Background: an optimization exercise with open tools, aiming at small area and a short achievable clock period. Do not read the settings as production practice. The RTL was checked by simulation tests, not by an equivalence proof against the original design. Power is estimated from default activity; no workload was simulated.

File: flow/run.sh
#!/bin/bash
# synth_recipe.tcl (not shown) runs the flow's synth.tcl, then flattens the netlist and writes it again
# the make line also repeats each setting of config.mk as NAME=value (left out here)
make -C /OpenROAD-flow-scripts/flow DESIGN_CONFIG=/design/flow/config.mk WORK_HOME=/design/flow/orfs CLKGATE_MAP_FILE= SYNTH_SCRIPT=/design/flow/synth_recipe.tcl finish
File: flow/config.mk
export PLATFORM = sky130hd
export DESIGN_NAME = filter
export DESIGN_NICKNAME = filter
export VERILOG_FILES = /design/flow/design.v
export SDC_FILE = /design/flow/constraint.sdc
export NUM_CORES = 4
export LEC_CHECK = 0
export ABC_CLOCK_PERIOD_IN_PS = 3000
export CAP_MARGIN = 20
export CORE_MARGIN = 2
export CORE_UTILIZATION = 40
export GPL_TIMING_DRIVEN = 0
export SLEW_MARGIN = 20
File: flow/constraint.sdc
create_clock -name core_clock -period 10.0 [get_ports {clk}]
set_input_delay 2.0000 -clock core_clock [delete_from_list [all_inputs] [get_ports {clk}]]
set_output_delay 2.0000 -clock core_clock [all_outputs]
set_load 0.01 [all_outputs]
File: flow/design.v
module multiply
  (
   input wire [15:0]  x,
   input wire [23:0]  d,    
   output wire [15:0] z0,
   output wire [15:0] z1,
   output wire        zc
   );
   wire [17:0] xs = {x[15], x, 1'b0};   
   wire one0 = d[0], two0 = d[1], neg0 = d[2];
   wire [16:0] pp0 = (({17{one0}} & xs[17:1]) | ({17{two0}} & xs[16:0])) ^ {17{neg0}};
   wire one1 = d[3], two1 = d[4], neg1 = d[5];
   wire [16:0] pp1 = (({17{one1}} & xs[17:1]) | ({17{two1}} & xs[16:0])) ^ {17{neg1}};
   wire one2 = d[6], two2 = d[7], neg2 = d[8];
   wire [16:0] pp2 = (({17{one2}} & xs[17:1]) | ({17{two2}} & xs[16:0])) ^ {17{neg2}};
   wire one3 = d[9], two3 = d[10], neg3 = d[11];
   wire [16:0] pp3 = (({17{one3}} & xs[17:1]) | ({17{two3}} & xs[16:0])) ^ {17{neg3}};
   wire one4 = d[12], two4 = d[13], neg4 = d[14];
   wire [16:0] pp4 = (({17{one4}} & xs[17:1]) | ({17{two4}} & xs[16:0])) ^ {17{neg4}};
   wire one5 = d[15], two5 = d[16], neg5 = d[17];
   wire [16:0] pp5 = (({17{one5}} & xs[17:1]) | ({17{two5}} & xs[16:0])) ^ {17{neg5}};
   wire one6 = d[18], two6 = d[19], neg6 = d[20];
   wire [16:0] pp6 = (({17{one6}} & xs[17:1]) | ({17{two6}} & xs[16:0])) ^ {17{neg6}};
   wire one7 = d[21], two7 = d[22], neg7 = d[23];
   wire [16:0] pp7 = (({17{one7}} & xs[17:1]) | ({17{two7}} & xs[16:0])) ^ {17{neg7}};
   wire n0 = pp0[10] ^ pp1[8];
   wire n1 = pp0[10] & pp1[8];
   wire n2 = pp0[11] ^ pp1[9];
   wire n3 = pp0[11] & pp1[9];
   wire n4 = pp0[12] ^ pp1[10] ^ pp2[8];
   wire n5 = (pp0[12] & pp1[10]) | (pp0[12] & pp2[8]) | (pp1[10] & pp2[8]);
   wire n6 = pp3[6] ^ pp4[4];
   wire n7 = pp3[6] & pp4[4];
   wire n8 = pp0[13] ^ pp1[11] ^ pp2[9];
   wire n9 = (pp0[13] & pp1[11]) | (pp0[13] & pp2[9]) | (pp1[11] & pp2[9]);
   wire n10 = pp3[7] ^ pp4[5];
   wire n11 = pp3[7] & pp4[5];
   wire n12 = pp0[14] ^ pp1[12] ^ pp2[10];
   wire n13 = (pp0[14] & pp1[12]) | (pp0[14] & pp2[10]) | (pp1[12] & pp2[10]);
   wire n14 = pp3[8] ^ pp4[6] ^ pp5[4];
   wire n15 = (pp3[8] & pp4[6]) | (pp3[8] & pp5[4]) | (pp4[6] & pp5[4]);
   wire n16 = pp6[2] ^ pp7[0];
   wire n17 = pp6[2] & pp7[0];
   wire n18 = pp0[15] ^ pp1[13] ^ pp2[11];
   wire n19 = (pp0[15] & pp1[13]) | (pp0[15] & pp2[11]) | (pp1[13] & pp2[11]);
   wire n20 = pp3[9] ^ pp4[7] ^ pp5[5];
   wire n21 = (pp3[9] & pp4[7]) | (pp3[9] & pp5[5]) | (pp4[7] & pp5[5]);
   wire n22 = pp6[3] ^ pp7[1];
   wire n23 = pp6[3] & pp7[1];
   wire n24 = ~pp0[16] ^ pp1[14] ^ pp2[12];
   wire n25 = (~pp0[16] & pp1[14]) | (~pp0[16] & pp2[12]) | (pp1[14] & pp2[12]);
   wire n26 = pp3[10] ^ pp4[8] ^ pp5[6];
   wire n27 = (pp3[10] & pp4[8]) | (pp3[10] & pp5[6]) | (pp4[8] & pp5[6]);
   wire n28 = pp6[4] ^ pp7[2] ^ 1'b1;
   wire n29 = (pp6[4] & pp7[2]) | (pp6[4] & 1'b1) | (pp7[2] & 1'b1);
   wire n30 = pp1[15] ^ pp2[13] ^ pp3[11];
   wire n31 = (pp1[15] & pp2[13]) | (pp1[15] & pp3[11]) | (pp2[13] & pp3[11]);
   wire n32 = pp4[9] ^ pp5[7] ^ pp6[5];
   wire n33 = (pp4[9] & pp5[7]) | (pp4[9] & pp6[5]) | (pp5[7] & pp6[5]);
   wire n34 = pp7[3] ^ 1'b1;
   wire n35 = pp7[3] & 1'b1;
   wire n36 = ~pp1[16] ^ pp2[14] ^ pp3[12];
   wire n37 = (~pp1[16] & pp2[14]) | (~pp1[16] & pp3[12]) | (pp2[14] & pp3[12]);
   wire n38 = pp4[10] ^ pp5[8] ^ pp6[6];
   wire n39 = (pp4[10] & pp5[8]) | (pp4[10] & pp6[6]) | (pp5[8] & pp6[6]);
   wire n40 = pp2[15] ^ pp3[13] ^ pp4[11];
   wire n41 = (pp2[15] & pp3[13]) | (pp2[15] & pp4[11]) | (pp3[13] & pp4[11]);
   wire n42 = pp5[9] ^ pp6[7];
   wire n43 = pp5[9] & pp6[7];
   wire n44 = ~pp2[16] ^ pp3[14] ^ pp4[12];
   wire n45 = (~pp2[16] & pp3[14]) | (~pp2[16] & pp4[12]) | (pp3[14] & pp4[12]);
   wire n46 = pp3[15] ^ pp4[13];
   wire n47 = pp3[15] & pp4[13];
   wire n48 = pp0[6] ^ pp1[4];
   wire n49 = pp0[6] & pp1[4];
   wire n50 = pp0[7] ^ pp1[5];
   wire n51 = pp0[7] & pp1[5];
   wire n52 = pp0[8] ^ pp1[6] ^ pp2[4];
   wire n53 = (pp0[8] & pp1[6]) | (pp0[8] & pp2[4]) | (pp1[6] & pp2[4]);
   wire n54 = pp3[2] ^ pp4[0];
   wire n55 = pp3[2] & pp4[0];
   wire n56 = pp0[9] ^ pp1[7] ^ pp2[5];
   wire n57 = (pp0[9] & pp1[7]) | (pp0[9] & pp2[5]) | (pp1[7] & pp2[5]);
   wire n58 = pp3[3] ^ pp4[1];
   wire n59 = pp3[3] & pp4[1];
   wire n60 = pp2[6] ^ pp3[4] ^ pp4[2];
   wire n61 = (pp2[6] & pp3[4]) | (pp2[6] & pp4[2]) | (pp3[4] & pp4[2]);
   wire n62 = pp5[0] ^ neg5 ^ n0;
   wire n63 = (pp5[0] & neg5) | (pp5[0] & n0) | (neg5 & n0);
   wire n64 = pp2[7] ^ pp3[5] ^ pp4[3];
   wire n65 = (pp2[7] & pp3[5]) | (pp2[7] & pp4[3]) | (pp3[5] & pp4[3]);
   wire n66 = pp5[1] ^ n1 ^ n2;
   wire n67 = (pp5[1] & n1) | (pp5[1] & n2) | (n1 & n2);
   wire n68 = pp5[2] ^ pp6[0] ^ neg6;
   wire n69 = (pp5[2] & pp6[0]) | (pp5[2] & neg6) | (pp6[0] & neg6);
   wire n70 = n3 ^ n6 ^ n4;
   wire n71 = (n3 & n6) | (n3 & n4) | (n6 & n4);
   wire n72 = pp5[3] ^ pp6[1] ^ n7;
   wire n73 = (pp5[3] & pp6[1]) | (pp5[3] & n7) | (pp6[1] & n7);
   wire n74 = n10 ^ n5 ^ n8;
   wire n75 = (n10 & n5) | (n10 & n8) | (n5 & n8);
   wire n76 = neg7 ^ n11 ^ n16;
   wire n77 = (neg7 & n11) | (neg7 & n16) | (n11 & n16);
   wire n78 = n9 ^ n12 ^ n14;
   wire n79 = (n9 & n12) | (n9 & n14) | (n12 & n14);
   wire n80 = n17 ^ n22 ^ n13;
   wire n81 = (n17 & n22) | (n17 & n13) | (n22 & n13);
   wire n82 = n15 ^ n18 ^ n20;
   wire n83 = (n15 & n18) | (n15 & n20) | (n18 & n20);
   wire n84 = n23 ^ n19 ^ n21;
   wire n85 = (n23 & n19) | (n23 & n21) | (n19 & n21);
   wire n86 = n24 ^ n26 ^ n28;
   wire n87 = (n24 & n26) | (n24 & n28) | (n26 & n28);
   wire n88 = n34 ^ n25 ^ n27;
   wire n89 = (n34 & n25) | (n34 & n27) | (n25 & n27);
   wire n90 = n29 ^ n30 ^ n32;
   wire n91 = (n29 & n30) | (n29 & n32) | (n30 & n32);
   wire n92 = pp7[4] ^ n35 ^ n31;
   wire n93 = (pp7[4] & n35) | (pp7[4] & n31) | (n35 & n31);
   wire n94 = n33 ^ n36 ^ n38;
   wire n95 = (n33 & n36) | (n33 & n38) | (n36 & n38);
   wire n96 = pp7[5] ^ 1'b1 ^ n42;
   wire n97 = (pp7[5] & 1'b1) | (pp7[5] & n42) | (1'b1 & n42);
   wire n98 = n37 ^ n39 ^ n40;
   wire n99 = (n37 & n39) | (n37 & n40) | (n39 & n40);
   wire n100 = pp5[10] ^ pp6[8] ^ pp7[6];
   wire n101 = (pp5[10] & pp6[8]) | (pp5[10] & pp7[6]) | (pp6[8] & pp7[6]);
   wire n102 = n43 ^ n41 ^ n44;
   wire n103 = (n43 & n41) | (n43 & n44) | (n41 & n44);
   wire n104 = pp5[11] ^ pp6[9] ^ pp7[7];
   wire n105 = (pp5[11] & pp6[9]) | (pp5[11] & pp7[7]) | (pp6[9] & pp7[7]);
   wire n106 = 1'b1 ^ n46 ^ n45;
   wire n107 = (1'b1 & n46) | (1'b1 & n45) | (n46 & n45);
   wire n108 = ~pp3[16] ^ pp4[14] ^ pp5[12];
   wire n109 = (~pp3[16] & pp4[14]) | (~pp3[16] & pp5[12]) | (pp4[14] & pp5[12]);
   wire n110 = pp6[10] ^ pp7[8] ^ n47;
   wire n111 = (pp6[10] & pp7[8]) | (pp6[10] & n47) | (pp7[8] & n47);
   wire n112 = pp4[15] ^ pp5[13] ^ pp6[11];
   wire n113 = (pp4[15] & pp5[13]) | (pp4[15] & pp6[11]) | (pp5[13] & pp6[11]);
   wire n114 = pp7[9] ^ 1'b1;
   wire n115 = pp7[9] & 1'b1;
   wire n116 = ~pp4[16] ^ pp5[14] ^ pp6[12];
   wire n117 = (~pp4[16] & pp5[14]) | (~pp4[16] & pp6[12]) | (pp5[14] & pp6[12]);
   wire n118 = pp5[15] ^ pp6[13];
   wire n119 = pp5[15] & pp6[13];
   wire n120 = pp0[4] ^ pp1[2];
   wire n121 = pp0[4] & pp1[2];
   wire n122 = pp0[5] ^ pp1[3];
   wire n123 = pp0[5] & pp1[3];
   wire n124 = pp2[2] ^ pp3[0] ^ neg3;
   wire n125 = (pp2[2] & pp3[0]) | (pp2[2] & neg3) | (pp3[0] & neg3);
   wire n126 = pp2[3] ^ pp3[1] ^ n49;
   wire n127 = (pp2[3] & pp3[1]) | (pp2[3] & n49) | (pp3[1] & n49);
   wire n128 = neg4 ^ n51 ^ n54;
   wire n129 = (neg4 & n51) | (neg4 & n54) | (n51 & n54);
   wire n130 = n55 ^ n58 ^ n53;
   wire n131 = (n55 & n58) | (n55 & n53) | (n58 & n53);
   wire n132 = n59 ^ n57 ^ n60;
   wire n133 = (n59 & n57) | (n59 & n60) | (n57 & n60);
   wire n134 = n61 ^ n64 ^ n63;
   wire n135 = (n61 & n64) | (n61 & n63) | (n64 & n63);
   wire n136 = n65 ^ n68 ^ n67;
   wire n137 = (n65 & n68) | (n65 & n67) | (n68 & n67);
   wire n138 = n69 ^ n72 ^ n71;
   wire n139 = (n69 & n72) | (n69 & n71) | (n72 & n71);
   wire n140 = n73 ^ n76 ^ n75;
   wire n141 = (n73 & n76) | (n73 & n75) | (n76 & n75);
   wire n142 = n77 ^ n79 ^ n80;
   wire n143 = (n77 & n79) | (n77 & n80) | (n79 & n80);
   wire n144 = n81 ^ n83 ^ n84;
   wire n145 = (n81 & n83) | (n81 & n84) | (n83 & n84);
   wire n146 = n85 ^ n87 ^ n88;
   wire n147 = (n85 & n87) | (n85 & n88) | (n87 & n88);
   wire n148 = n89 ^ n91 ^ n92;
   wire n149 = (n89 & n91) | (n89 & n92) | (n91 & n92);
   wire n150 = n93 ^ n96 ^ n95;
   wire n151 = (n93 & n96) | (n93 & n95) | (n96 & n95);
   wire n152 = n100 ^ n97 ^ n99;
   wire n153 = (n100 & n97) | (n100 & n99) | (n97 & n99);
   wire n154 = n101 ^ n104 ^ n103;
   wire n155 = (n101 & n104) | (n101 & n103) | (n104 & n103);
   wire n156 = n105 ^ n108 ^ n110;
   wire n157 = (n105 & n108) | (n105 & n110) | (n108 & n110);
   wire n158 = n114 ^ n109 ^ n112;
   wire n159 = (n114 & n109) | (n114 & n112) | (n109 & n112);
   wire n160 = pp7[10] ^ n115 ^ n113;
   wire n161 = (pp7[10] & n115) | (pp7[10] & n113) | (n115 & n113);
   wire n162 = pp7[11] ^ 1'b1 ^ n118;
   wire n163 = (pp7[11] & 1'b1) | (pp7[11] & n118) | (1'b1 & n118);
   wire n164 = ~pp5[16] ^ pp6[14] ^ pp7[12];
   wire n165 = (~pp5[16] & pp6[14]) | (~pp5[16] & pp7[12]) | (pp6[14] & pp7[12]);
   wire n166 = pp6[15] ^ pp7[13];
   wire n167 = pp6[15] & pp7[13];
   wire n168 = pp0[2] ^ pp1[0];
   wire n169 = pp0[2] & pp1[0];
   wire n170 = pp0[3] ^ pp1[1];
   wire n171 = pp0[3] & pp1[1];
   wire n172 = pp2[0] ^ neg2 ^ n120;
   wire n173 = (pp2[0] & neg2) | (pp2[0] & n120) | (neg2 & n120);
   wire n174 = pp2[1] ^ n121 ^ n122;
   wire n175 = (pp2[1] & n121) | (pp2[1] & n122) | (n121 & n122);
   wire n176 = n123 ^ n48 ^ n124;
   wire n177 = (n123 & n48) | (n123 & n124) | (n48 & n124);
   wire n178 = n50 ^ n125 ^ n126;
   wire n179 = (n50 & n125) | (n50 & n126) | (n125 & n126);
   wire n180 = n52 ^ n127 ^ n128;
   wire n181 = (n52 & n127) | (n52 & n128) | (n127 & n128);
   wire n182 = n56 ^ n129 ^ n130;
   wire n183 = (n56 & n129) | (n56 & n130) | (n129 & n130);
   wire n184 = n131 ^ n62 ^ n132;
   wire n185 = (n131 & n62) | (n131 & n132) | (n62 & n132);
   wire n186 = n66 ^ n133 ^ n134;
   wire n187 = (n66 & n133) | (n66 & n134) | (n133 & n134);
   wire n188 = n70 ^ n135 ^ n136;
   wire n189 = (n70 & n135) | (n70 & n136) | (n135 & n136);
   wire n190 = n74 ^ n137 ^ n138;
   wire n191 = (n74 & n137) | (n74 & n138) | (n137 & n138);
   wire n192 = n78 ^ n139 ^ n140;
   wire n193 = (n78 & n139) | (n78 & n140) | (n139 & n140);
   wire n194 = n82 ^ n141 ^ n142;
   wire n195 = (n82 & n141) | (n82 & n142) | (n141 & n142);
   wire n196 = n86 ^ n143 ^ n144;
   wire n197 = (n86 & n143) | (n86 & n144) | (n143 & n144);
   wire n198 = n90 ^ n145 ^ n146;
   wire n199 = (n90 & n145) | (n90 & n146) | (n145 & n146);
   wire n200 = n94 ^ n147 ^ n148;
   wire n201 = (n94 & n147) | (n94 & n148) | (n147 & n148);
   wire n202 = n98 ^ n149 ^ n150;
   wire n203 = (n98 & n149) | (n98 & n150) | (n149 & n150);
   wire n204 = n102 ^ n151 ^ n152;
   wire n205 = (n102 & n151) | (n102 & n152) | (n151 & n152);
   wire n206 = n106 ^ n153 ^ n154;
   wire n207 = (n106 & n153) | (n106 & n154) | (n153 & n154);
   wire n208 = n107 ^ n156 ^ n155;
   wire n209 = (n107 & n156) | (n107 & n155) | (n156 & n155);
   wire n210 = n111 ^ n158 ^ n157;
   wire n211 = (n111 & n158) | (n111 & n157) | (n158 & n157);
   wire n212 = n116 ^ n159 ^ n160;
   wire n213 = (n116 & n159) | (n116 & n160) | (n159 & n160);
   wire n214 = n117 ^ n161 ^ n162;
   wire n215 = (n117 & n161) | (n117 & n162) | (n161 & n162);
   wire n216 = n119 ^ n164 ^ n163;
   wire n217 = (n119 & n164) | (n119 & n163) | (n164 & n163);
   wire n218 = 1'b1 ^ n166 ^ n165;
   wire n219 = (1'b1 & n166) | (1'b1 & n165) | (n166 & n165);
   wire n220 = ~pp6[16] ^ pp7[14] ^ n167;
   wire n221 = (~pp6[16] & pp7[14]) | (~pp6[16] & n167) | (pp7[14] & n167);
   wire n222 = pp7[15] ^ 1'b1;
   wire n223 = pp7[15] & 1'b1;
   wire n224 = pp0[0] & neg0;
   wire n225 = pp0[0] | neg0;
   wire n226 = n168 & neg1;
   wire n227 = n168 | neg1;
   wire n228 = n169 & n170;
   wire n229 = n169 | n170;
   wire n230 = n171 & n172;
   wire n231 = n171 | n172;
   wire n232 = n173 & n174;
   wire n233 = n173 | n174;
   wire n234 = n175 & n176;
   wire n235 = n175 | n176;
   wire n236 = n177 & n178;
   wire n237 = n177 | n178;
   wire n238 = n179 & n180;
   wire n239 = n179 | n180;
   wire n240 = n181 & n182;
   wire n241 = n181 | n182;
   wire n242 = n183 & n184;
   wire n243 = n183 | n184;
   wire n244 = n185 & n186;
   wire n245 = n185 | n186;
   wire n246 = n187 & n188;
   wire n247 = n187 | n188;
   wire n248 = n189 & n190;
   wire n249 = n189 | n190;
   wire n250 = n191 & n192;
   wire n251 = n191 | n192;
   wire n252 = pp0[1] & n224;
   wire n253 = n228 | (n229 & n226);
   wire n254 = n229 & n227;
   wire n255 = n253 | (n254 & n252);
   wire n256 = n232 | (n233 & n230);
   wire n257 = n233 & n231;
   wire n258 = n236 | (n237 & n234);
   wire n259 = n237 & n235;
   wire n260 = n256 | (n257 & n255);
   wire n261 = n240 | (n241 & n238);
   wire n262 = n241 & n239;
   wire n263 = n244 | (n245 & n242);
   wire n264 = n245 & n243;
   wire n265 = n258 | (n259 & n260);
   wire n266 = n248 | (n249 & n246);
   wire n267 = n249 & n247;
   wire n268 = n263 | (n264 & n261);
   wire n269 = n264 & n262;
   wire n270 = n250 | (n251 & n266);
   wire n271 = n251 & n267;
   wire n272 = n268 | (n269 & n265);
   wire n273 = n270 | (n271 & n272);
   assign zc = n273;
   assign z0 = {n223, n221, n219, n217, n215, n213, n211, n209, n207, n205, n203, n201, n199, n197, n195, n193};
   assign z1 = {~pp7[16], n222, n220, n218, n216, n214, n212, n210, n208, n206, n204, n202, n200, n198, n196, n194};
endmodule
module recode
  (
   input wire [15:0]  y,
   output wire [23:0] d
   );
   wire [16:0] yy = {y, 1'b0};
   genvar j;
   generate
      for (j = 0; j < 8; j = j + 1) begin: dig
         wire b2 = yy[2*j+2], b1 = yy[2*j+1], b0 = yy[2*j];
         assign d[3*j]   = b1 ^ b0;
         assign d[3*j+1] = (b2 & ~b1 & ~b0) | (~b2 & b1 & b0);
         assign d[3*j+2] = b2 & ~(b1 & b0);
      end
   endgenerate
endmodule
module summult
  (
   input wire         clk,
   input wire         first,
   input wire [15:0]  a0,
   input wire [15:0]  a1,
   input wire         ac,
   input wire [15:0]  b0,
   input wire [15:0]  b1,
   input wire         bc,
   output reg [15:0]  acc
   );
   wire [15:0] q = acc & {16{~first}};
   wire s0 = q[0] ^ a0[0];
   wire s1 = q[0] & a0[0];
   wire s2 = a1[0] ^ b0[0] ^ b1[0];
   wire s3 = (a1[0] & b0[0]) | (a1[0] & b1[0]) | (b0[0] & b1[0]);
   wire s4 = q[1] ^ a0[1] ^ a1[1];
   wire s5 = (q[1] & a0[1]) | (q[1] & a1[1]) | (a0[1] & a1[1]);
   wire s6 = b0[1] ^ b1[1];
   wire s7 = b0[1] & b1[1];
   wire s8 = q[2] ^ a0[2] ^ a1[2];
   wire s9 = (q[2] & a0[2]) | (q[2] & a1[2]) | (a0[2] & a1[2]);
   wire s10 = b0[2] ^ b1[2];
   wire s11 = b0[2] & b1[2];
   wire s12 = q[3] ^ a0[3] ^ a1[3];
   wire s13 = (q[3] & a0[3]) | (q[3] & a1[3]) | (a0[3] & a1[3]);
   wire s14 = b0[3] ^ b1[3];
   wire s15 = b0[3] & b1[3];
   wire s16 = q[4] ^ a0[4] ^ a1[4];
   wire s17 = (q[4] & a0[4]) | (q[4] & a1[4]) | (a0[4] & a1[4]);
   wire s18 = b0[4] ^ b1[4];
   wire s19 = b0[4] & b1[4];
   wire s20 = q[5] ^ a0[5] ^ a1[5];
   wire s21 = (q[5] & a0[5]) | (q[5] & a1[5]) | (a0[5] & a1[5]);
   wire s22 = b0[5] ^ b1[5];
   wire s23 = b0[5] & b1[5];
   wire s24 = q[6] ^ a0[6] ^ a1[6];
   wire s25 = (q[6] & a0[6]) | (q[6] & a1[6]) | (a0[6] & a1[6]);
   wire s26 = b0[6] ^ b1[6];
   wire s27 = b0[6] & b1[6];
   wire s28 = q[7] ^ a0[7] ^ a1[7];
   wire s29 = (q[7] & a0[7]) | (q[7] & a1[7]) | (a0[7] & a1[7]);
   wire s30 = b0[7] ^ b1[7];
   wire s31 = b0[7] & b1[7];
   wire s32 = q[8] ^ a0[8] ^ a1[8];
   wire s33 = (q[8] & a0[8]) | (q[8] & a1[8]) | (a0[8] & a1[8]);
   wire s34 = b0[8] ^ b1[8];
   wire s35 = b0[8] & b1[8];
   wire s36 = q[9] ^ a0[9] ^ a1[9];
   wire s37 = (q[9] & a0[9]) | (q[9] & a1[9]) | (a0[9] & a1[9]);
   wire s38 = b0[9] ^ b1[9];
   wire s39 = b0[9] & b1[9];
   wire s40 = q[10] ^ a0[10] ^ a1[10];
   wire s41 = (q[10] & a0[10]) | (q[10] & a1[10]) | (a0[10] & a1[10]);
   wire s42 = b0[10] ^ b1[10];
   wire s43 = b0[10] & b1[10];
   wire s44 = q[11] ^ a0[11] ^ a1[11];
   wire s45 = (q[11] & a0[11]) | (q[11] & a1[11]) | (a0[11] & a1[11]);
   wire s46 = b0[11] ^ b1[11];
   wire s47 = b0[11] & b1[11];
   wire s48 = q[12] ^ a0[12] ^ a1[12];
   wire s49 = (q[12] & a0[12]) | (q[12] & a1[12]) | (a0[12] & a1[12]);
   wire s50 = b0[12] ^ b1[12];
   wire s51 = b0[12] & b1[12];
   wire s52 = q[13] ^ a0[13] ^ a1[13];
   wire s53 = (q[13] & a0[13]) | (q[13] & a1[13]) | (a0[13] & a1[13]);
   wire s54 = b0[13] ^ b1[13];
   wire s55 = b0[13] & b1[13];
   wire s56 = q[14] ^ a0[14] ^ a1[14];
   wire s57 = (q[14] & a0[14]) | (q[14] & a1[14]) | (a0[14] & a1[14]);
   wire s58 = b0[14] ^ b1[14];
   wire s59 = b0[14] & b1[14];
   wire s60 = q[15] ^ a0[15] ^ a1[15];
   wire s61 = (q[15] & a0[15]) | (q[15] & a1[15]) | (a0[15] & a1[15]);
   wire s62 = b0[15] ^ b1[15];
   wire s63 = b0[15] & b1[15];
   wire s64 = ac ^ bc;
   wire s65 = ac & bc;
   wire s66 = s1 ^ s6 ^ s3;
   wire s67 = (s1 & s6) | (s1 & s3) | (s6 & s3);
   wire s68 = s7 ^ s10 ^ s5;
   wire s69 = (s7 & s10) | (s7 & s5) | (s10 & s5);
   wire s70 = s11 ^ s14 ^ s9;
   wire s71 = (s11 & s14) | (s11 & s9) | (s14 & s9);
   wire s72 = s15 ^ s18 ^ s13;
   wire s73 = (s15 & s18) | (s15 & s13) | (s18 & s13);
   wire s74 = s19 ^ s22 ^ s17;
   wire s75 = (s19 & s22) | (s19 & s17) | (s22 & s17);
   wire s76 = s23 ^ s26 ^ s21;
   wire s77 = (s23 & s26) | (s23 & s21) | (s26 & s21);
   wire s78 = s27 ^ s30 ^ s25;
   wire s79 = (s27 & s30) | (s27 & s25) | (s30 & s25);
   wire s80 = s31 ^ s34 ^ s29;
   wire s81 = (s31 & s34) | (s31 & s29) | (s34 & s29);
   wire s82 = s35 ^ s38 ^ s33;
   wire s83 = (s35 & s38) | (s35 & s33) | (s38 & s33);
   wire s84 = s39 ^ s42 ^ s37;
   wire s85 = (s39 & s42) | (s39 & s37) | (s42 & s37);
   wire s86 = s43 ^ s46 ^ s41;
   wire s87 = (s43 & s46) | (s43 & s41) | (s46 & s41);
   wire s88 = s47 ^ s50 ^ s45;
   wire s89 = (s47 & s50) | (s47 & s45) | (s50 & s45);
   wire s90 = s51 ^ s54 ^ s49;
   wire s91 = (s51 & s54) | (s51 & s49) | (s54 & s49);
   wire s92 = s55 ^ s58 ^ s53;
   wire s93 = (s55 & s58) | (s55 & s53) | (s58 & s53);
   wire s94 = s59 ^ s62 ^ s57;
   wire s95 = (s59 & s62) | (s59 & s57) | (s62 & s57);
   wire s96 = s64 ^ s0;
   wire s97 = s64 & s0;
   wire s98 = s65 ^ s4 ^ s66;
   wire s99 = (s65 & s4) | (s65 & s66) | (s4 & s66);
   wire s100 = s8 ^ s67 ^ s68;
   wire s101 = (s8 & s67) | (s8 & s68) | (s67 & s68);
   wire s102 = s12 ^ s69 ^ s70;
   wire s103 = (s12 & s69) | (s12 & s70) | (s69 & s70);
   wire s104 = s16 ^ s71 ^ s72;
   wire s105 = (s16 & s71) | (s16 & s72) | (s71 & s72);
   wire s106 = s20 ^ s73 ^ s74;
   wire s107 = (s20 & s73) | (s20 & s74) | (s73 & s74);
   wire s108 = s24 ^ s75 ^ s76;
   wire s109 = (s24 & s75) | (s24 & s76) | (s75 & s76);
   wire s110 = s28 ^ s77 ^ s78;
   wire s111 = (s28 & s77) | (s28 & s78) | (s77 & s78);
   wire s112 = s32 ^ s79 ^ s80;
   wire s113 = (s32 & s79) | (s32 & s80) | (s79 & s80);
   wire s114 = s36 ^ s81 ^ s82;
   wire s115 = (s36 & s81) | (s36 & s82) | (s81 & s82);
   wire s116 = s40 ^ s83 ^ s84;
   wire s117 = (s40 & s83) | (s40 & s84) | (s83 & s84);
   wire s118 = s44 ^ s85 ^ s86;
   wire s119 = (s44 & s85) | (s44 & s86) | (s85 & s86);
   wire s120 = s48 ^ s87 ^ s88;
   wire s121 = (s48 & s87) | (s48 & s88) | (s87 & s88);
   wire s122 = s52 ^ s89 ^ s90;
   wire s123 = (s52 & s89) | (s52 & s90) | (s89 & s90);
   wire s124 = s56 ^ s91 ^ s92;
   wire s125 = (s56 & s91) | (s56 & s92) | (s91 & s92);
   wire s126 = s60 ^ s93 ^ s94;
   wire s127 = (s60 & s93) | (s60 & s94) | (s93 & s94);
   wire [15:0] r0 = {s125, s123, s121, s119, s117, s115, s113, s111, s109, s107, s105, s103, s101, s99, s97, s96};
   wire [15:0] r1 = {s126, s124, s122, s120, s118, s116, s114, s112, s110, s108, s106, s104, s102, s100, s98, s2};
   always @(posedge clk)
     acc <= r0 + r1;
endmodule
module filter
  #(
    parameter WIDTH = 32,
    parameter MWIDTH = 1,
    parameter FLTLEN = 8,
    parameter ID = 123
    )
   (
    input wire                   clk,
    input wire                   rst_n,
    input wire [WIDTH-1:0]       in_data,
    input wire                   in_nd,
    input wire [MWIDTH-1:0]      in_m,
    input wire [32-1:0]  in_msg,
    input wire                   in_msg_nd,
    output wire [WIDTH-1:0]      out_data,
    output wire                  out_nd,
    output wire [MWIDTH-1:0]     out_m,
    output wire                  error
    );
   integer j;
   reg [1:0] g;
   always @(posedge clk)
     if (!rst_n)
       g <= 2'd0;
     else
       g <= g + 2'd1;
   wire last = (g == 2'd3);
   reg [2:0]   which_pos;
   reg         setting_taps;
   reg         tap_set_error;
   assign error = tap_set_error;
   wire hdr    = in_msg[32-1];
   wire our_id = (in_msg[16:7] == ID);
   always @(posedge clk)
     if (!rst_n) begin
        setting_taps <= 1'b0;
        tap_set_error <= 1'b0;
     end else if (in_msg_nd) begin
        if (hdr) begin
           if (setting_taps)
             tap_set_error <= 1'b1;
           if (our_id) begin
              which_pos <= 3'd0;
              setting_taps <= 1'b1;
           end
        end else if (setting_taps) begin
           if (which_pos == 3'd7) begin
              which_pos <= 3'd0;
              setting_taps <= 1'b0;
           end else
             which_pos <= which_pos + 3'd1;
        end
     end
   reg [15:0]  tr [0:7];
   reg [7:0]   tv;
   wire [2:0]  wslot = which_pos - {g, 1'b0} - 3'd2;
   wire        twr = in_msg_nd & setting_taps;
   reg [15:0]  tr_d [0:7];
   reg [7:0]   tv_d;
   always @* begin
      for (j = 0; j < 8; j = j + 1) begin
         tr_d[j] = (twr && wslot == j) ? in_msg[15:0] : tr[(j+2)%8];
         tv_d[j] = rst_n & ((twr && wslot == j) | tv[(j+2)%8]);
      end
   end
   always @(posedge clk)
     for (j = 0; j < 8; j = j + 1)
       tr[j] <= tr_d[j];
   always @(posedge clk)
     tv <= tv_d;
   reg [31:0]  inbuf;
   reg         mbuf;
   reg         pending;
   always @(posedge clk)
     if (in_nd) begin
        inbuf <= in_data;
        mbuf <= in_m;
     end
   always @(posedge clk)
     if (!rst_n)
       pending <= 1'b0;
     else
       pending <= in_nd | (pending & ~last);
   wire ins = pending & last;
   reg [31:0]  hr [0:7];
   reg [7:0]   hv;
   always @(posedge clk)
     if (ins) begin
        hr[0] <= inbuf;
        for (j = 1; j < 8; j = j + 1)
          hr[j] <= hr[(j+1)%8];
     end else
       for (j = 0; j < 8; j = j + 1)
         hr[j] <= hr[(j+2)%8];
   wire [7:0]  hv_d = !rst_n ? 8'd0 :
                      ins ? ({hv[0], hv[7:1]} | 8'd1) : {hv[1:0], hv[7:2]};
   always @(posedge clk)
     hv <= hv_d;
   reg [5:0]   q;
   always @(posedge clk)
     if (!rst_n)
       q <= 6'd0;
     else
       q <= {q[4:0], ins};
   assign out_nd = q[5];
   reg mframe, mout;
   always @(posedge clk)
     if (last) begin
        mout <= mframe;
        if (pending)
          mframe <= mbuf;
     end
   assign out_m = mout;
   wire [15:0] ta_d = tr_d[0] & {16{tv_d[0] & hv_d[0]}};
   wire [15:0] tb_d = tr_d[1] & {16{tv_d[1] & hv_d[1]}};
   wire [23:0] da_d, db_d;
   recode rca (.y(ta_d), .d(da_d));
   recode rcb (.y(tb_d), .d(db_d));
   reg [23:0]  da, db;
   always @(posedge clk) begin
      da <= da_d;
      db <= db_d;
   end
   wire [15:0] ra0, ra1, rb0, rb1, ia0, ia1, ib0, ib1;
   wire        rac, rbc, iac, ibc;
   multiply mra (.x(hr[0][31:16]), .d(da), .z0(ra0), .z1(ra1), .zc(rac));
   multiply mrb (.x(hr[1][31:16]), .d(db), .z0(rb0), .z1(rb1), .zc(rbc));
   multiply mia (.x(hr[0][15:0]),  .d(da), .z0(ia0), .z1(ia1), .zc(iac));
   multiply mib (.x(hr[1][15:0]),  .d(db), .z0(ib0), .z1(ib1), .zc(ibc));
   reg [15:0] pra0, pra1, prb0, prb1, pia0, pia1, pib0, pib1;
   reg        prac, prbc, piac, pibc;
   always @(posedge clk) begin
      pra0 <= ra0; pra1 <= ra1; prac <= rac;
      prb0 <= rb0; prb1 <= rb1; prbc <= rbc;
      pia0 <= ia0; pia1 <= ia1; piac <= iac;
      pib0 <= ib0; pib1 <= ib1; pibc <= ibc;
   end
   wire [15:0] acc_re, acc_im;
   summult sre (.clk(clk), .first(q[1]),
                .a0(pra0), .a1(pra1), .ac(prac), .b0(prb0), .b1(prb1), .bc(prbc),
                .acc(acc_re));
   summult sim (.clk(clk), .first(q[1]),
                .a0(pia0), .a1(pia1), .ac(piac), .b0(pib0), .b1(pib1), .bc(pibc),
                .acc(acc_im));
   assign out_data = {acc_re, acc_im};
endmodule
==> results.sh, run 1 <==
export IMPL_ys_seq_area_frac=0.3146
export IMPL_core_mm2=0.1072
export IMPL_worst_hold_path_type="reg -> reg"
export IMPL_max_slew_margin=0.2266
export IMPL_finalCritPeriodShare=0.5480
export IMPL_dr_pass1_iters=7
export IMPL_rows=120
export IMPL_syn_inst=4554
export IMPL_finalSetupTns_ns=0
export IMPL_synth_simple_area_share=0.09723
export IMPL_syn_nets=5213
export IMPL_ios=104
export IMPL_fillerInstances=10430
export IMPL_synthTopCellsByCount="nand2_1, dfxtp_1, a22oi_1"
export IMPL_yosys_area_top_type="dfxtp_1"
export IMPL_met1_length_um=63280
export IMPL_cp_startpoint="hr[1][18]"
export IMPL_reg2reg_from="hr[1][18]"
export IMPL_clkSinkCount=661
export IMPL_finalWirelength_um=150200
export IMPL_cts_root_buf="clkbuf_16"
export IMPL_drc=0
export IMPL_fin_nets=5369
export IMPL_cap_violations=0
export IMPL_gp_congestion=1.002
export IMPL_yosys_mux_area_fraction=0.03704
export IMPL_yosys_warnings=8
export IMPL_antenna_found_initial=3
export IMPL_ys_ff_latch=661
export IMPL_cts_resized=0
export IMPL_grt_pass1_wl_um=220200
export IMPL_dr_wl_met3_um=15380
export IMPL_vias=33420
export IMPL_clockBufferDepth=3
export IMPL_critPathCaptureType="flop"
export IMPL_synth_compound_area_share=0.1128
export IMPL_slew_viol_final=0
export IMPL_synth_avg_cell_area_um2=9.503
export IMPL_fin_skew_ns=0.03988
export IMPL_setup_viol=0
export IMPL_p_total_mw=8.033
export IMPL_syn_to_final_growth_pct=11.65
export IMPL_critPathKind="reg -> reg"
export IMPL_synth_xor_area_share=0.1177
export IMPL_ir_worst_vdd_mv=0.1523
export IMPL_crit_arrival_ns=6.07
export IMPL_hold_buffers=0
export IMPL_max_freq_ghz=0.1825
export IMPL_period_needed_ns=5.480
export IMPL_port_buffers=82
export IMPL_avgRoutedWirePerCell_um=24.33
export IMPL_cts_tree="done"
export IMPL_synthArstFlopShare=0
export IMPL_wl_met2_um=64980
export IMPL_die_y_um=332.9
export IMPL_cts_setup_buffers=0
export IMPL_grt_ovfl_total=0
export IMPL_holdCritStartpoint="hr[6][10]"
export IMPL_critPathLaunchType="flop"
export IMPL_synthesis_area_mm2=0.04328
export IMPL_grt_pass1_vias=33180
export IMPL_synthFlopType="dfxtp_1"
export IMPL_grt_max_degree=21
export IMPL_die_w_um=332.9
export IMPL_rsz0062_at_grt="no"
export IMPL_synth_edff_count=38
export IMPL_p_per_area_mw_per_mm2=166.2
export IMPL_synth_top_family_by_area="adder cells"
export IMPL_yosysTopAreaCellShare=0.2882
export IMPL_clk_pin_slew_worst_paths_ns=0.07
export IMPL_yosysMostFrequentCell="nand2_1"
export IMPL_synth_cell_types=68
export IMPL_leakage_nw=20.00
export IMPL_synth_fa_ha_area_frac=0.2456
export IMPL_top_layer="met4"
export IMPL_dieArea_mm2=0.1108
export IMPL_drive_above_1_share=0.05663
export IMPL_dp_final_hpwl_um=115500
export IMPL_hold_viol=0
export IMPL_critical_path_peak_fanout=10
export IMPL_drt_iter0_markers=3891
export IMPL_cts_max_level=3
export IMPL_avgViaCountPerCell=5.414
export IMPL_clkLatencyLatePin_ns=0.65
export IMPL_crit_required_ns=10.59
export IMPL_status="timing/DRC/antenna clean"
export IMPL_worst_pin_slew_ns=1.160
export IMPL_numCtsBuffers=71
export IMPL_yosys_top_cells_area="dfxtp_1, fa_1, a22oi_1, xnor2_1, nand2_1"
export IMPL_start_util=0.4037
export IMPL_grtUsageTotal=0.2677
export IMPL_ant_nets=0
area by class of cell:
type | count | area [µm²] | area share
Inverter | 469 | 1760 | 0.03643
Buffer | 388 | 1490 | 0.03084
Multi-Input combinational cell | 3036 | 26420 | 0.5467
Clock buffer | 97 | 2027 | 0.04195
Timing Repair Buffer | 83 | 835.8 | 0.01730
Tap cell | 1403 | 1755 | 0.03633
Antenna cell | 2 | 5.005 | 0.0001036
Sequential cell | 661 | 13610 | 0.2817
Clock inverter | 34 | 416.7 | 0.008623
kinds of logic (layout without fill, tap and decap cells):
group	after synthesis	in the layout
simple gates	1030	1030
buf+inv	857	1071
compound gates	682	682
flops	661	661
fa+ha+maj	602	602
xor+xnor	579	579
mux	143	143
other cells	0	2
placed cells by master, fill, tap and decap left out, drive strengths merged, types with 32 or more instances in the layout:
master	netlist	final
clkdlybuf4s50	0	81
a22oi	477	477
mux2	111	111
ha	174	174
fa	416	416
nor2b	37	37
buf	56	57
edfxtp	38	38
a21oi	51	51
clkbuf	332	430
dfxtp	623	623
xnor2	384	384
nand3	37	37
mux2i	32	32
inv	469	474
nand2	829	829
xor2	195	195
o21ai	53	53
nor2	56	56
where the power goes:
part | internal (mW) | switching [mW] | total, mW | leakage [nW]
Combinational | 0.929 | 1.28 | 2.21 | 13.4
Clock | 1.58 | 1.15 | 2.73 | 1.20
Sequential | 2.97 | 0.130 | 3.10 | 5.44
Total | 5.47 | 2.56 | 8.03 | 20.0
sequential cells by signal, summed over array words and instances, names as in the netlist, 24 cells and up:
signal,count
tr,128
db,24
hr,256
inbuf,32
da,24
stage by stage:
step | util | cell area, µm² | instances | hold WS [ns] | worst slack [ns]
2_1_floorplan | - | 43280 | 4554 | 0.4003 | 5.855
4_1_cts | 0.4507 | 48310 | 6171 | 0.4230 | 4.634
3_3_place_gp | 0.4277 | 45850 | 6039 | 0.4050 | 4.667
6_report | 0.4507 | 48320 | 6173 | 0.4277 | 4.520
3_5_place_dp | 0.4279 | 45870 | 6040 | 0.4081 | 4.695
5_1_grt | 0.4507 | 48310 | 6171 | 0.4387 | 4.348
routing by layer:
| layer | vias to the layer above | GRT usage |
|---|---|---|
| met1 | 16370 | 0.3620 |
| met4 | 0 | 0.1033 |
| met3 | 321 | 0.06821 |
| met2 | 1768 | 0.4100 |
| li1 | 14970 | - |
| met5 | - | 0 |
worst paths after layout:
| kind | endpoint | cells after the start | slack, ns |
|---|---|---|---|
| setup / recovery | prbc | 15 | 4.52 |
| hold / removal | hr[5][10] | 2 | 0.43 |
| setup reg to reg | prbc | 15 | 4.52 |
| hold reg to reg | hr[5][10] | 2 | 0.43 |
worst max-delay path: stages (launching register included):
cell,delay [ns]
dfxtp_1,0.31
clkbuf_1,0.77
clkbuf_1,0.75
a22oi_1,0.20
xor2_1,0.22
fa_1,0.62
inv_1,0.07
fa_1,0.52
fa_1,0.58
o22a_1,0.16
nand2_1,0.07
o311ai_1,0.33
o22ai_1,0.13
a21oi_1,0.23
maj3_2,0.27
maj3_2,0.18
==> inputs of run 2 (changes only) <==
--- a/flow/config.mk
+++ b/flow/config.mk
@@ -6,8 +6,6 @@
 export NUM_CORES = 4
 export LEC_CHECK = 0
-export ABC_CLOCK_PERIOD_IN_PS = 3000
 export CAP_MARGIN = 20
 export CORE_MARGIN = 2
 export CORE_UTILIZATION = 40
-export GPL_TIMING_DRIVEN = 0
 export SLEW_MARGIN = 20
==> run 2 against run 1 <==
Against the previous run:
- via count down 8.0%
- sequential cell count unchanged
- area after synthesis unchanged
- critical path depth down 2
- core utilization down 0.70 points
- design area down 1.6%
- non-clock buffer count down 291
- total power down 2.2%
- sequential power up 2%
- register-to-register slack better by 0.97 ns
- die area unchanged
- first-iteration DRC count down 36%
- critical path type unchanged
==> results.sh, run 2 <==
export IMPL_regMostFlops="hr"
export IMPL_yosysMostFrequentCell="nand2_1"
export IMPL_hold_buffers=0
export IMPL_ios=104
export IMPL_leakage_nw=20.00
export IMPL_dp_final_hpwl_um=76220
export IMPL_path_delay_family="adder cells"
export IMPL_syn_to_final_growth_pct=9.920
export IMPL_grt_ovfl_total=0
export IMPL_numPlacedInstances=5749
export IMPL_numCtsBuffers=70
export IMPL_crit_arrival_ns=5.10
export IMPL_yosysTopAreaCellShare=0.2882
export IMPL_syn_nets=5213
export IMPL_grt_max_degree=119
export IMPL_critical_path_peak_fanout=32
export IMPL_final_area_mm2=0.04757
export IMPL_status="timing/DRC/antenna clean"
export IMPL_dieArea_mm2=0.1108
export IMPL_clkLatencyLatePin_ns=0.65
export IMPL_ys_ff_latch=661
export IMPL_critPathBufInv=1
export IMPL_avgRoutedWirePerCell_um=19.72
export IMPL_clkSinkCount=661
export IMPL_mostFrequentLayoutCell="nand2_1"
export IMPL_clockBufferDepth=3
export IMPL_hold_viol=0
export IMPL_rsz0062_at_grt="no"
export IMPL_max_freq_ghz=0.2216
export IMPL_avgViaCountPerCell=5.232
export IMPL_die_y_um=332.9
export IMPL_critPathLaunchType="flop"
export IMPL_p_total_mw=7.857
export IMPL_setup_viol=0
export IMPL_fin_nets=5077
export IMPL_grt_pass1_vias=31360
export IMPL_grt_pass1_wl_um=182600
export IMPL_crit_chain="a22oi_1 > xor2_1 > fa_1 > fa_1 > inv_1 > fa_1 > o22a_1 > nand2_1 > o311ai_1 > o22ai_1 > a21oi_1 > maj3_2 > maj3_2"
export IMPL_port_buffers=89
export IMPL_antenna_found_initial=2
export IMPL_synthFlopType="dfxtp_1"
export IMPL_yosys_area_top_type="dfxtp_1"
export IMPL_cap_violations=0
export IMPL_drt_iter0_markers=2500
export IMPL_layout_common_cells="nand2_1, dfxtp_1, a22oi_1"
export IMPL_synth_cell_types=68
export IMPL_critPathCaptureType="flop"
export IMPL_p_per_area_mw_per_mm2=165.2
export IMPL_finalCritPeriodShare=0.4512
export IMPL_worst_pin_slew_ns=1.135
export IMPL_cts_tree="done"
export IMPL_r2r_setup_slack_ns=5.49
export IMPL_period_needed_ns=4.512
export IMPL_fin_skew_ns=0.03352
export IMPL_yosys_top_cells_area="dfxtp_1, fa_1, a22oi_1, xnor2_1, nand2_1"
export IMPL_synthesis_area_mm2=0.04328
export IMPL_core_mm2=0.1072
export IMPL_slowest_stage="dfxtp_2"
export IMPL_max_slew_margin=0.2431
export IMPL_finalWirelength_um=115900
export IMPL_worst_hold_path_type="reg -> reg"
export IMPL_ant_nets=0
export IMPL_dr_pass1_iters=6
export IMPL_vias=30740
export IMPL_finalSetupTns_ns=0
export IMPL_synthArstFlopShare=0
export IMPL_grtUsageTotal=0.2094
export IMPL_whs_ns=0.4122
export IMPL_ir_worst_vdd_mv=0.1360
export IMPL_cts_setup_buffers=0
export IMPL_rows=120
export IMPL_cts_resized=0
export IMPL_synthTopCellsByCount="nand2_1, dfxtp_1, a22oi_1"
export IMPL_slew_viol_final=0
export IMPL_syn_inst=4554
export IMPL_cts_max_level=3
export IMPL_gp_congestion=0.8644
export IMPL_cts_root_buf="clkbuf_16"
export IMPL_crit_required_ns=10.59
export IMPL_drive_above_1_share=0.08117
export IMPL_cp_slowest_stage_delay_ns=0.91
export IMPL_die_w_um=332.9
export IMPL_clk_pin_slew_worst_paths_ns=0.06
export IMPL_drc=0
export IMPL_critPathKind="reg -> reg"
export IMPL_largest_register_ffs=256
export IMPL_synth_edff_count=38
export IMPL_ys_seq_area_frac=0.3146
export IMPL_yosys_warnings=8
export IMPL_placed_area_mm2=0.04519
export IMPL_synth_avg_cell_area_um2=9.503
export IMPL_largestRegisters="hr (256), tr (128), inbuf (32)"
export IMPL_start_util=0.4037
export IMPL_cpMostUsedCell="fa_1"
export IMPL_layout_cells_non_filler=5876
run 2: power breakdown:
part | switching [mW] | internal [mW] | total, mW
clock | 1.11 | 1.57 | 2.68
combinational | 1.08 | 0.925 | 2.00
sequential | 0.208 | 2.97 | 3.17
run 2: metrics by stage:
step / util / worst slack (ns)
after floorplan: - / 5.855
after global placement: 0.4215 / 5.464
after detailed placement: 0.4215 / 5.416
after CTS: 0.4437 / 5.473
after global routing: 0.4437 / 5.236
final: 0.4437 / 5.488
run 2: path summary, 6_finish.rpt:
path | cells after the start | to | startpoint
max reg2reg | 13 | prbc | db[13]
min reg2reg | 2 | hr[2][12] | hr[3][12]
max | 13 | prbc | db[13]
min | 2 | hr[2][12] | hr[3][12]
run 2: layout make-up:
type	instances	area (µm²)
fillers	10330	59630
multi-input cells	3036	26460
flip-flops and latches	661	13640
clock buffers	105	2130
inverters	469	1768
well taps	1403	1755
repair buffers	180	1569
clock inverters	21	249.0
diodes	1	2.502
run 2: cells by family after synthesis:
group | after synthesis | share of synthesized area
AOI/OAI and AO/OA | 682 | 0.1128
buffers and inverters | 857 | 0.07506
and+or+nand+nor | 1030 | 0.09723
xor gates and xnor gates | 579 | 0.1177
adders and majority gates | 602 | 0.2456
DFF | 661 | 0.3146
muxes | 143 | 0.03704
run 2: per-layer routing:
layer  vias up  global-route usage  part of all wire
met5         -                   0           0.00020
met4         4             0.07817             0.035
met1     15050              0.2874              0.44
li1      14340                   -                 -
met3       223             0.03288             0.068
met2      1123              0.3325              0.45
run 2: worst min-delay path: stages, from the launching register on:
cell,delay (ns)
dfxtp_1,0.31
nand2_1,0.05
nand2_1,0.04
==> inputs of run 3 (changes only) <==
==> flow/flow/run.sh (new file) <==
#!/bin/bash
# Standard layout, with timing repair aiming past the 10 ns constraint and
# regular buffers on the ports. Each tool's log stays under orfs/logs/.
set -euo pipefail
bash standard.sh SETUP_SLACK_MARGIN=6.5 "BUFFER_PORTS_ARGS=-buffer_cell sky130_fd_sc_hd__buf_2" finish > make_finish.log 2>&1
==> flow/standard.sh (new file) <==
#!/bin/bash
# synth_recipe.tcl (not shown) runs the flow's synth.tcl, then flattens the netlist and writes it again
# the make line also repeats each setting of config.mk as NAME=value (left out here)
make -C /OpenROAD-flow-scripts/flow DESIGN_CONFIG=/design/flow/config.mk WORK_HOME=/design/flow/orfs CLKGATE_MAP_FILE= SYNTH_SCRIPT=/design/flow/synth_recipe.tcl "${@:-finish}"
removed: flow/run.sh
==> run 3 against run 2 <==
Against the previous run:
- area after synthesis unchanged
- combinational power rose by 29%
- sequential cell count did not move
- via count rose by 6.2%
- critical path depth is 1 higher
- hold slack better by 0.0063 ns
==> results.sh, run 3 <==
export IMPL_die_w_um=332.9
export IMPL_crit_arrival_ns=4.37
export IMPL_fin_nets=5282
export IMPL_ys_seq_area_frac=0.3146
export IMPL_critPathCaptureType="flop"
export IMPL_finalSetupTns_ns=0
export IMPL_critical_path_peak_fanout=8
export IMPL_cts_tree="done"
export IMPL_clkSinkCount=661
export IMPL_drc=0
export IMPL_synth_avg_cell_area_um2=9.503
export IMPL_numCtsBuffers=73
export IMPL_grt_pass1_vias=32680
export IMPL_critPathKind="reg -> reg"
export IMPL_hold_viol=0
export IMPL_slowest_stage="fa_1"
export IMPL_synthArstFlopShare=0
export IMPL_period_needed_ns=3.836
export IMPL_syn_to_final_growth_pct=19.13
export IMPL_largestRegisters="hr (256), tr (128), inbuf (32)"
export IMPL_dp_final_hpwl_um=76160
export IMPL_grtUsageTotal=0.2361
export IMPL_synthTopCellsByCount="nand2_1, dfxtp_1, a22oi_1"
export IMPL_die_y_um=332.9
export IMPL_cpMostUsedCell="fa_1"
export IMPL_grt_pass1_wl_um=201400
export IMPL_yosysMostFrequentCell="nand2_1"
export IMPL_synthesis_area_mm2=0.04328
export IMPL_syn_inst=4554
export IMPL_worst_pin_slew_ns=0.9435
export IMPL_synthFlopType="dfxtp_1"
export IMPL_syn_nets=5213
export IMPL_cts_root_buf="clkbuf_16"
export IMPL_clk_pin_slew_worst_paths_ns=0.06
export IMPL_rows=120
export IMPL_dr_pass1_iters=6
export IMPL_cap_violations=0
export IMPL_core_mm2=0.1072
export IMPL_fillerInstances=9831
export IMPL_yosysTopAreaCellShare=0.2882
export IMPL_ir_worst_vdd_mv=0.1615
export IMPL_dieArea_mm2=0.1108
export IMPL_setup_viol=0
export IMPL_fin_ws_ns=6.164
export IMPL_numPlacedInstances=5734
export IMPL_critPathBufInv=2
export IMPL_worst_hold_path_type="reg -> reg"
export IMPL_p_per_area_mw_per_mm2=165.8
export IMPL_yosys_top_cells_area="dfxtp_1, fa_1, a22oi_1, xnor2_1, nand2_1"
export IMPL_synth_edff_count=38
export IMPL_utilization=0.4809
export IMPL_crit_chain="buf_12 > a22oi_2 > xor2_1 > fa_1 > inv_1 > fa_1 > fa_1 > a31oi_2 > a2bb2oi_2 > o311ai_2 > nor2_1 > a21oi_2 > maj3_2 > maj3_2"
export IMPL_start_util=0.4037
export IMPL_pre_cts_ws_ns=5.645
export IMPL_ios=104
export IMPL_cp_slowest_stage_delay_ns=0.57
export IMPL_ant_nets=0
export IMPL_finalWirelength_um=131300
export IMPL_synth_cell_types=68
export IMPL_mostFrequentLayoutCell="nand2_1"
export IMPL_placed_area_mm2=0.04485
export IMPL_final_area_mm2=0.05155
export IMPL_rsz0062_at_grt="yes"
export IMPL_ys_ff_latch=661
export IMPL_avgRoutedWirePerCell_um=21.57
export IMPL_antenna_found_initial=12
export IMPL_critPathLaunchType="flop"
export IMPL_finalCritPeriodShare=0.3836
export IMPL_layout_cells_non_filler=6089
export IMPL_crit_required_ns=10.53
export IMPL_regMostFlops="hr"
export IMPL_fin_skew_ns=0.01832
export IMPL_hold_buffers=0
export IMPL_clkLatencyLatePin_ns=0.64
export IMPL_leakage_nw=21.60
export IMPL_port_buffers=89
export IMPL_vias=32650
export IMPL_layout_common_cells="nand2_1, dfxtp_1, inv_1"
export IMPL_slew_viol_final=0
export IMPL_gp_congestion=0.8492
export IMPL_yosys_warnings=8
export IMPL_yosys_area_top_type="dfxtp_1"
export IMPL_cts_max_level=3
export IMPL_status="timing/DRC/antenna clean"
export IMPL_drt_iter0_markers=3375
export IMPL_max_freq_ghz=0.2607
export IMPL_max_slew_margin=0.3693
export IMPL_drive_above_1_share=0.2027
export IMPL_path_delay_family="adder cells"
export IMPL_grt_max_degree=104
export IMPL_clockBufferDepth=3
export IMPL_avgViaCountPerCell=5.362
export IMPL_grt_ovfl_total=0
export IMPL_largest_register_ffs=256
[run 3: cell counts after synthesis]
No cell type changed its count.
[run 3: worst paths after layout]
path	start	endpoint	slack (ns)	cells past startpoint
min reg2reg	hr[2][20]	hr[0][20]	0.42	2
max	db[12]	prbc	6.16	14
min	hr[2][20]	hr[0][20]	0.42	2
max reg2reg	db[12]	prbc	6.16	14
[run 3: layer usage]
layer,global-route usage,up-vias,wire length (µm)
li1,-,14780,-
met1,0.3183,15980,54580
met2,0.3604,1563,57800
met3,0.05445,309,12670
met4,0.1059,12,6206
met5,0,-,80
[run 3: logic make-up after synthesis]
logic type | share of synthesized area
AND/OR/NAND/NOR | 0.09723
buffers and inverters | 0.07506
AO/OA/AOI/OAI | 0.1128
flip-flops | 0.3146
adder cells (fa/ha/maj) | 0.2456
XOR/XNOR | 0.1177
multiplexers | 0.03704
[run 3: cell type report]
cell class,count,area (µm²),area share
multi-input combinational,3036,27640,0.5362
sequential,661,13820,0.2681
timing repair buffer,382,4054,0.07864
clock buffer,104,2126,0.04123
inverter,469,1777,0.03446
tap,1403,1755,0.03405
clock inverter,30,369.1,0.007160
antenna,4,10.01,0.0001942
[run 3: worst reg2reg max path, delay by kind of cell, from the launching register on]
family | cells | cell delay [ns]
AND/OR/NAND/NOR | 1 | 0.16
AO/OA/AOI/OAI | 5 | 0.79
adder cells (fa/ha/maj) | 5 | 2.10
flip-flops | 1 | 0.35
XOR/XNOR | 1 | 0.12
buffers and inverters | 2 | 0.20
[run 3: metrics by stage]
stage          total power, mW  hold slack (ns)
3_3_place_gp             5.161           0.4060
3_5_place_dp             5.189           0.4079
6_report                 8.550           0.4186
5_1_grt                  8.994           0.4359
4_1_cts                  8.407           0.4202
2_1_floorplan            4.688           0.4003
[run 3: timing repair]
| action | in CTS | in global routing |
|---|---|---|
| pin swaps | 115 | 100 |
| setup endpoints to repair | 203 | 251 |
| gates cloned | 18 | 0 |
| resized for setup | 345 | 124 |
| buffers inserted | 173 | 26 |
[run 3: where the power goes]
part	total, mW	internal, mW	switching, mW
combinational	2.59	1.26	1.33
clock	2.77	1.61	1.16
sequential	3.19	2.96	0.225

[what the ideal ports hide]
In the flow no input, the clock included, has a driving cell. The finished layouts below were timed again as built, in two steps.
Step 1 assumes that a clkbuf_16 drives the clock port and a buf_2 every other input.
Step 2, shift: input delay + t, output delay - t, t = (earliest + latest rising clock arrival at the registers) / 2. This alone moves slack from input paths to output paths.
a / b / c = ideal / step 1 / step 2; a / b = the first two.
run | shift t [ns] | setup slack, ns | worst setup path after step 2 | latest minus earliest clock arrival (ns)
run 1 | 0.710 | 4.520 / 4.520 / 4.520 | register to register | 0.040 / 0.041
run 2 | 0.705 | 5.488 / 5.488 / 5.393 | input to register | 0.034 / 0.034
run 3 | 0.706 | 6.164 / 6.164 / 5.952 | input to register | 0.020 / 0.019
After both steps every run listed still meets setup and hold. For run 3, which loses most, drivers alone change the setup slack by 0.000 ns; drivers and shift together by -0.212 ns.
